This design comes from an exercise in tuning for small area, a short achievable clock period and few clock cycles per item on the open sky130 flow, not from production work. Power is estimated from default activity; no workload was simulated.

==> flow/design.v <==
module rsa_xcel_naive_RSAXcel
(
    input  logic clk,
    input  logic reset,
    input  logic [37:0]  xcel_reqstream_msg,    
    input  logic         xcel_reqstream_val,
    output logic         xcel_reqstream_rdy,
    output logic [32:0]  xcel_respstream_msg,   
    output logic         xcel_respstream_val,
    input  logic         xcel_respstream_rdy
);
    localparam K     = 4;            
    localparam NSLOT = 36;           
    localparam NCYC  = NSLOT / K;    
    localparam ST_IDLE = 2'd0;
    localparam ST_DBL  = 2'd1;       
    localparam ST_MM   = 2'd2;       
    localparam OP_SQ  = 2'd0;        
    localparam OP_MUL = 2'd1;        
    localparam OP_FIN = 2'd2;        
    logic [31:0]  b_r, e_r, n_r;     
    logic         busy;              
    logic         go_pend;           
    logic [1:0]   pend;              
    logic         t0, t1;            
    logic [1:0]   st;
    logic [1:0]   op;
    logic [3:0]   cyc;
    logic [6:0]   dcnt;
    logic [4:0]   idx;
    logic         inbit;             
    logic         q0r;               
    logic [32:0]  r;                 
    logic [31:0]  bt;                
    logic [34:0]  S;                 
    logic [34:1]  C;
    logic [K-1:0] dsq, dmul, dfin;   
    logic rdy_r, val_r;              
    assign xcel_reqstream_rdy = rdy_r;
    logic       acc, is_wr, deq, go_acc;
    logic [4:0] addr;
    assign acc    = xcel_reqstream_val & xcel_reqstream_rdy;
    assign is_wr  = xcel_reqstream_msg[37];
    assign addr   = xcel_reqstream_msg[36:32];
    assign go_acc = acc & is_wr & ( addr == 5'd0 );
    assign deq    = val_r & xcel_respstream_rdy;
    assign xcel_respstream_val = val_r;
    assign xcel_respstream_msg = { t0, r[31:0] & {32{~t0}} };
    logic [1:0] pend_nxt;
    logic       busy_nxt;
    assign pend_nxt = reset ? 2'd0 : pend + {1'b0, acc} - {1'b0, deq};
    always @( posedge clk ) begin
        pend  <= pend_nxt;
        busy  <= busy_nxt;
        val_r <= ( pend_nxt != 2'd0 );
        rdy_r <= ~busy_nxt & ( pend_nxt != 2'd2 );
        case ( {acc, deq} )
            2'b10: if ( pend == 2'd0 ) t0 <= is_wr; else t1 <= is_wr;
            2'b01: t0 <= t1;
            2'b11: if ( pend == 2'd1 ) t0 <= is_wr;
                   else begin t0 <= t1; t1 <= is_wr; end
            default: ;
        endcase
    end
    always @( posedge clk ) begin
        if ( acc & is_wr ) begin
            if ( addr == 5'd1 ) b_r <= xcel_reqstream_msg[31:0];
            if ( addr == 5'd2 ) e_r <= xcel_reqstream_msg[31:0];
            if ( addr == 5'd3 ) n_r <= xcel_reqstream_msg[31:0];
        end
    end
    logic rd_pend;
    assign rd_pend = ( ( pend != 2'd0 ) & ~t0 ) | ( ( pend == 2'd2 ) & ~t1 );
    logic start;
    assign start = go_pend & ~rd_pend & ( st == ST_IDLE );
    logic        dbl;
    logic        fast;
    logic [32:0] v;
    assign dbl  = start | ( st == ST_DBL );
    assign fast = n_r[31];
    assign v    = start ? {1'b0, b_r & {32{fast}}} : {bt, inbit};
    logic [34:0] add_x, add_y;
    logic [35:0] add_s;
    assign add_x = S | ( {2'b0, v} & {35{dbl}} );
    assign add_y = {C, 1'b0} | ( ~{3'b0, n_r} & {35{dbl}} );
    always @( * ) begin : bk
        logic [35:0] g, p, G, P;
        integer      d, i;
        g = {add_x & add_y, dbl};
        p = {add_x ^ add_y, 1'b0};
        G = g;
        P = p;
        for ( d = 1; d < 36; d = d * 2 )
            for ( i = 2 * d - 1; i < 36; i = i + 2 * d ) begin
                G[i] = G[i] | ( P[i] & G[i-d] );
                P[i] = P[i] & P[i-d];
            end
        for ( d = 8; d >= 1; d = d / 2 )
            for ( i = 3 * d - 1; i < 36; i = i + 2 * d ) begin
                G[i] = G[i] | ( P[i] & G[i-d] );
                P[i] = P[i] & P[i-d];
            end
        add_s = {G[35], p[35:1] ^ G[34:0]};
    end
    logic        ge;
    logic [31:0] red;                
    logic [32:0] sum;                
    assign ge  = add_s[35];
    assign red = ge ? add_s[31:0] : v[31:0];
    assign sum = add_s[32:0];
    logic [34:0] s_o, c_o;
    logic        q_o;
    always @( * ) begin : csa
        logic [34:0] s, c, qn, s1, c1, s2, c2;
        logic [34:0] si [0:K];       
        logic [34:0] ci [0:K];
        logic [34:0] ab [0:K-1];
        logic        q [0:K];
        logic        x1;
        integer      j;
        for ( j = 0; j < K; j = j + 1 )
            ab[j] = {2'b0, ( r & {33{dsq[j]}} ) | ( {1'b0, bt} & {33{dmul[j]}} ) | {32'd0, dfin[j]}};
        si[0] = S;
        ci[0] = {C, 1'b0};
        q[0]  = q0r;
        q[1]  = S[1] ^ C[1] ^ ab[0][0] ^ ( q[0] & ~n_r[1] );
        for ( j = 0; j < K; j = j + 1 ) begin
            s  = si[j];
            c  = ci[j];
            if ( j + 2 <= K ) begin
                x1 = s[1] ^ c[1] ^ ( q[j] & n_r[1] );
                q[j+2] = ( s[2] ^ c[2] ^ ( q[j] & n_r[2] ) )
                       ^ ( ( s[1] & c[1] ) | ( ( s[1] | c[1] ) & q[j] & n_r[1] ) )
                       ^ ab[j][1]
                       ^ ( ( x1 & q[j] ) | ( ( x1 | q[j] ) & ab[j][0] ) )
                       ^ ( q[j+1] & ~n_r[1] )
                       ^ ab[j+1 < K ? j+1 : 0][0] & ( j + 1 < K );
            end
            qn = q[j] ? {3'b0, n_r} : 35'd0;
            s1 = s ^ c ^ qn;
            c1 = ( s & c ) | ( s & qn ) | ( c & qn );
            s1 = s1 >> 1;
            s2 = s1 ^ c1 ^ ab[j];
            c2 = ( s1 & c1 ) | ( s1 & ab[j] ) | ( c1 & ab[j] );
            si[j+1] = s2;
            ci[j+1] = {c2[33:0], 1'b0};
        end
        s = si[K];
        c = ci[K];
        q_o = q[K];
        s_o = s;
        c_o = c;
    end
    logic ebit;
    assign ebit = e_r[idx];
    logic cpa;                       
    assign cpa = ( st == ST_MM ) & ( cyc == NCYC[3:0] );
    logic lead;                      
    assign lead = ( st == ST_DBL ) & ( dcnt == 7'd66 );
    logic       nxt_done;
    logic [1:0] nxt_op;
    logic       nxt_dec;
    always @( * ) begin
        nxt_done = 1'b0;
        nxt_op   = op;
        nxt_dec  = 1'b0;
        if ( lead ) begin
            if ( ~ebit ) nxt_done = 1'b1;                
            else if ( idx == 5'd0 ) nxt_op = OP_FIN;
            else begin nxt_op = OP_SQ; nxt_dec = 1'b1; end
        end
        else case ( op )
            OP_SQ: begin
                if ( ebit ) nxt_op = OP_MUL;
                else if ( idx == 5'd0 ) nxt_op = OP_FIN;
                else nxt_dec = 1'b1;
            end
            OP_MUL: begin
                if ( idx == 5'd0 ) nxt_op = OP_FIN;
                else begin nxt_op = OP_SQ; nxt_dec = 1'b1; end
            end
            default: nxt_done = 1'b1;
        endcase
    end
    always @( * ) begin
        busy_nxt = busy;
        if ( go_acc ) busy_nxt = 1'b1;
        if ( lead & nxt_done ) busy_nxt = 1'b0;
        if ( ( st == ST_MM ) & ( op == OP_FIN ) & ( cyc == NCYC[3:0] - 4'd1 ) )
            busy_nxt = 1'b0;
        if ( reset ) busy_nxt = 1'b0;
    end
    always @( posedge clk ) begin
        if ( reset ) begin
            st      <= ST_IDLE;
            go_pend <= 1'b0;
        end
        else begin
            if ( go_acc ) go_pend <= 1'b1;
            if ( start ) begin
                go_pend <= 1'b0;
                st      <= ST_DBL;
            end
            if ( lead ) st <= nxt_done ? ST_IDLE : ST_MM;
            if ( cpa & nxt_done ) st <= ST_IDLE;
        end
    end
    logic [32:0]    r_nxt;           
    logic [NSLOT+K-1:0] r_ext;
    assign r_nxt = lead ? {1'b0, red} : sum;
    assign r_ext = {{(NSLOT+K-33){1'b0}}, r};
    always @( posedge clk ) begin
        S <= ( ( st == ST_MM ) & ~cpa ) ? s_o      : 35'd0;
        C <= ( ( st == ST_MM ) & ~cpa ) ? c_o[34:1] : 34'd0;
        q0r <= ( st == ST_MM ) & ~cpa & q_o;
    end
    always @( posedge clk ) begin
        if ( start ) begin
            bt   <= red;
            dcnt <= fast ? 7'd32 : 7'd0;
            idx  <= 5'd31;
        end
        if ( st == ST_DBL ) begin
            bt   <= red;
            dcnt <= dcnt + 7'd1;
            if ( ~ebit & ( idx != 5'd0 ) ) idx <= idx - 5'd1;
        end
        if ( start )
            inbit <= ~fast & b_r[31];
        else
            inbit <= ~( dcnt[6] | dcnt[5] | ( dcnt[4:0] == 5'd31 ) ) & b_r[~( dcnt[4:0] + 5'd1 )];
        if ( lead | cpa ) begin
            cyc  <= 4'd0;
            op   <= nxt_op;
            if ( nxt_dec ) idx <= idx - 5'd1;
            r    <= nxt_done & lead ? 33'd1 : r_nxt;
            dsq  <= r_nxt[K-1:0] & {K{nxt_op == OP_SQ}};
            dmul <= r_nxt[K-1:0] & {K{nxt_op == OP_MUL}};
            dfin <= r_nxt[K-1:0] & {K{nxt_op == OP_FIN}};
        end
        else if ( st == ST_MM ) begin
            cyc  <= cyc + 4'd1;
            dsq  <= r_ext[(cyc+4'd1)*K +: K] & {K{op == OP_SQ}};
            dmul <= r_ext[(cyc+4'd1)*K +: K] & {K{op == OP_MUL}};
            dfin <= r_ext[(cyc+4'd1)*K +: K] & {K{op == OP_FIN}};
        end
    end
endmodule
==> flow/config.mk <==
export PLATFORM = sky130hd
export DESIGN_NAME = rsa_xcel_naive_RSAXcel
export DESIGN_NICKNAME = rsa_xcel_naive_RSAXcel
export VERILOG_FILES = /design/flow/design.v
export SDC_FILE = /design/flow/constraint.sdc
export NUM_CORES = 4
export LEC_CHECK = 0
export CAP_MARGIN = 20
export CORE_MARGIN = 2
export CORE_UTILIZATION = 40
export GPL_ROUTABILITY_DRIVEN = 0
export GPL_TIMING_DRIVEN = 0
export PLACE_DENSITY = 0.6
export SLEW_MARGIN = 20
==> flow/constraint.sdc <==
create_clock -name core_clock -period 15.0 [get_ports {clk}]
set_input_delay 3.0000 -clock core_clock [delete_from_list [all_inputs] [get_ports {clk}]]
set_output_delay 3.0000 -clock core_clock [all_outputs]
set_load 0.01 [all_outputs]
standard.sh (not shown) runs the stock make flow with config.mk's settings and CLKGATE_MAP_FILE= SYNTH_SCRIPT=/design/flow/synth_recipe.tcl, a recipe that flattens the netlist after the stock synthesis.
==> flow/flow/run.sh <==
#!/bin/bash
# Standard ORFS layout, with timing repair aiming below the clock period.
set -euo pipefail
bash standard.sh SETUP_SLACK_MARGIN=10.2 GPL_TIMING_DRIVEN=1 finish > standard_flow.log 2>&1
Then changed:
--- a/flow/design.v
+++ b/flow/design.v
@@ -29,7 +29,6 @@
     logic [6:0]   dcnt;
     logic [4:0]   idx;
     logic         inbit;             
-    logic         q0r;               
     logic [32:0]  r;                 
     logic [31:0]  bt;                
     logic [34:0]  S;                 
@@ -74,10 +73,11 @@
     logic start;
     assign start = go_pend & ~rd_pend & ( st == ST_IDLE );
     logic        dbl;
-    logic        fast;
+    logic        fast;               
     logic [32:0] v;
     assign dbl  = start | ( st == ST_DBL );
-    assign fast = n_r[31];
+    always @( posedge clk )
+        if ( st == ST_IDLE ) fast <= n_r[31];
     assign v    = start ? {1'b0, b_r & {32{fast}}} : {bt, inbit};
     logic [34:0] add_x, add_y;
     logic [35:0] add_s;
@@ -109,7 +109,6 @@
     assign red = ge ? add_s[31:0] : v[31:0];
     assign sum = add_s[32:0];
     logic [34:0] s_o, c_o;
-    logic        q_o;
     always @( * ) begin : csa
         logic [34:0] s, c, qn, s1, c1, s2, c2;
         logic [34:0] si [0:K];       
@@ -122,7 +121,7 @@
             ab[j] = {2'b0, ( r & {33{dsq[j]}} ) | ( {1'b0, bt} & {33{dmul[j]}} ) | {32'd0, dfin[j]}};
         si[0] = S;
         ci[0] = {C, 1'b0};
-        q[0]  = q0r;
+        q[0]  = S[0];
         q[1]  = S[1] ^ C[1] ^ ab[0][0] ^ ( q[0] & ~n_r[1] );
         for ( j = 0; j < K; j = j + 1 ) begin
             s  = si[j];
@@ -147,7 +146,6 @@
         end
         s = si[K];
         c = ci[K];
-        q_o = q[K];
         s_o = s;
         c_o = c;
     end
@@ -212,7 +210,6 @@
     always @( posedge clk ) begin
         S <= ( ( st == ST_MM ) & ~cpa ) ? s_o      : 35'd0;
         C <= ( ( st == ST_MM ) & ~cpa ) ? c_o[34:1] : 34'd0;
-        q0r <= ( st == ST_MM ) & ~cpa & q_o;
     end
     always @( posedge clk ) begin
         if ( start ) begin
@@ -238,7 +235,7 @@
             dmul <= r_nxt[K-1:0] & {K{nxt_op == OP_MUL}};
             dfin <= r_nxt[K-1:0] & {K{nxt_op == OP_FIN}};
         end
-        else if ( st == ST_MM ) begin
+        else begin
             cyc  <= cyc + 4'd1;
             dsq  <= r_ext[(cyc+4'd1)*K +: K] & {K{op == OP_SQ}};
             dmul <= r_ext[(cyc+4'd1)*K +: K] & {K{op == OP_MUL}};
Result:
- The new run completed without violations
- die area drops by 0.40%
- wire length drops by 3.6%
- core utilization drops by 1.7 points
- sequential cell count does not change
- worst setup slack gains 0.11 ns
- final area drops by about 3.5%
- clock power is about the same
- maximum frequency climbs by 2.1%
- synthesized area drops by about 0.4%
- register-to-register slack gains 0.09 ns
- first-iteration DRC count drops by 22%
- non-clock buffer count drops by 26
Function was not checked in any run of this note: the RTL went through the layout flow alone.

[what the ideal ports hide]
The flow's constraints put no driver on any port. The routed layouts listed below were extracted and timed again, unchanged, in two steps. Step 1 sets driving cells, clkbuf_16 on the clock port and buf_2 on the other inputs (assumed; they add their load-dependent delay and slew). Step 2, shift: input delay + t, output delay - t, t = (earliest + latest rising clock arrival at the registers) / 2. This alone moves slack from input paths to output paths. Three values: no drivers, after step 1, after step 2; two values: the first two.
| run | t, ns | slack for setup (ns) | hold WS [ns] |
|---|---|---|---|
| the first run | 0.603 | 9.900 / 9.845 / 9.798 | 0.499 / 0.499 / 0.499 |
| the second run | 0.598 | 10.005 / 10.005 / 9.688 | 0.513 / 0.513 / 0.513 |
After both steps every run listed still meets setup and hold. For the second run, which loses most, drivers alone change the setup slack by 0.000 ns; drivers and shift together by -0.317 ns.
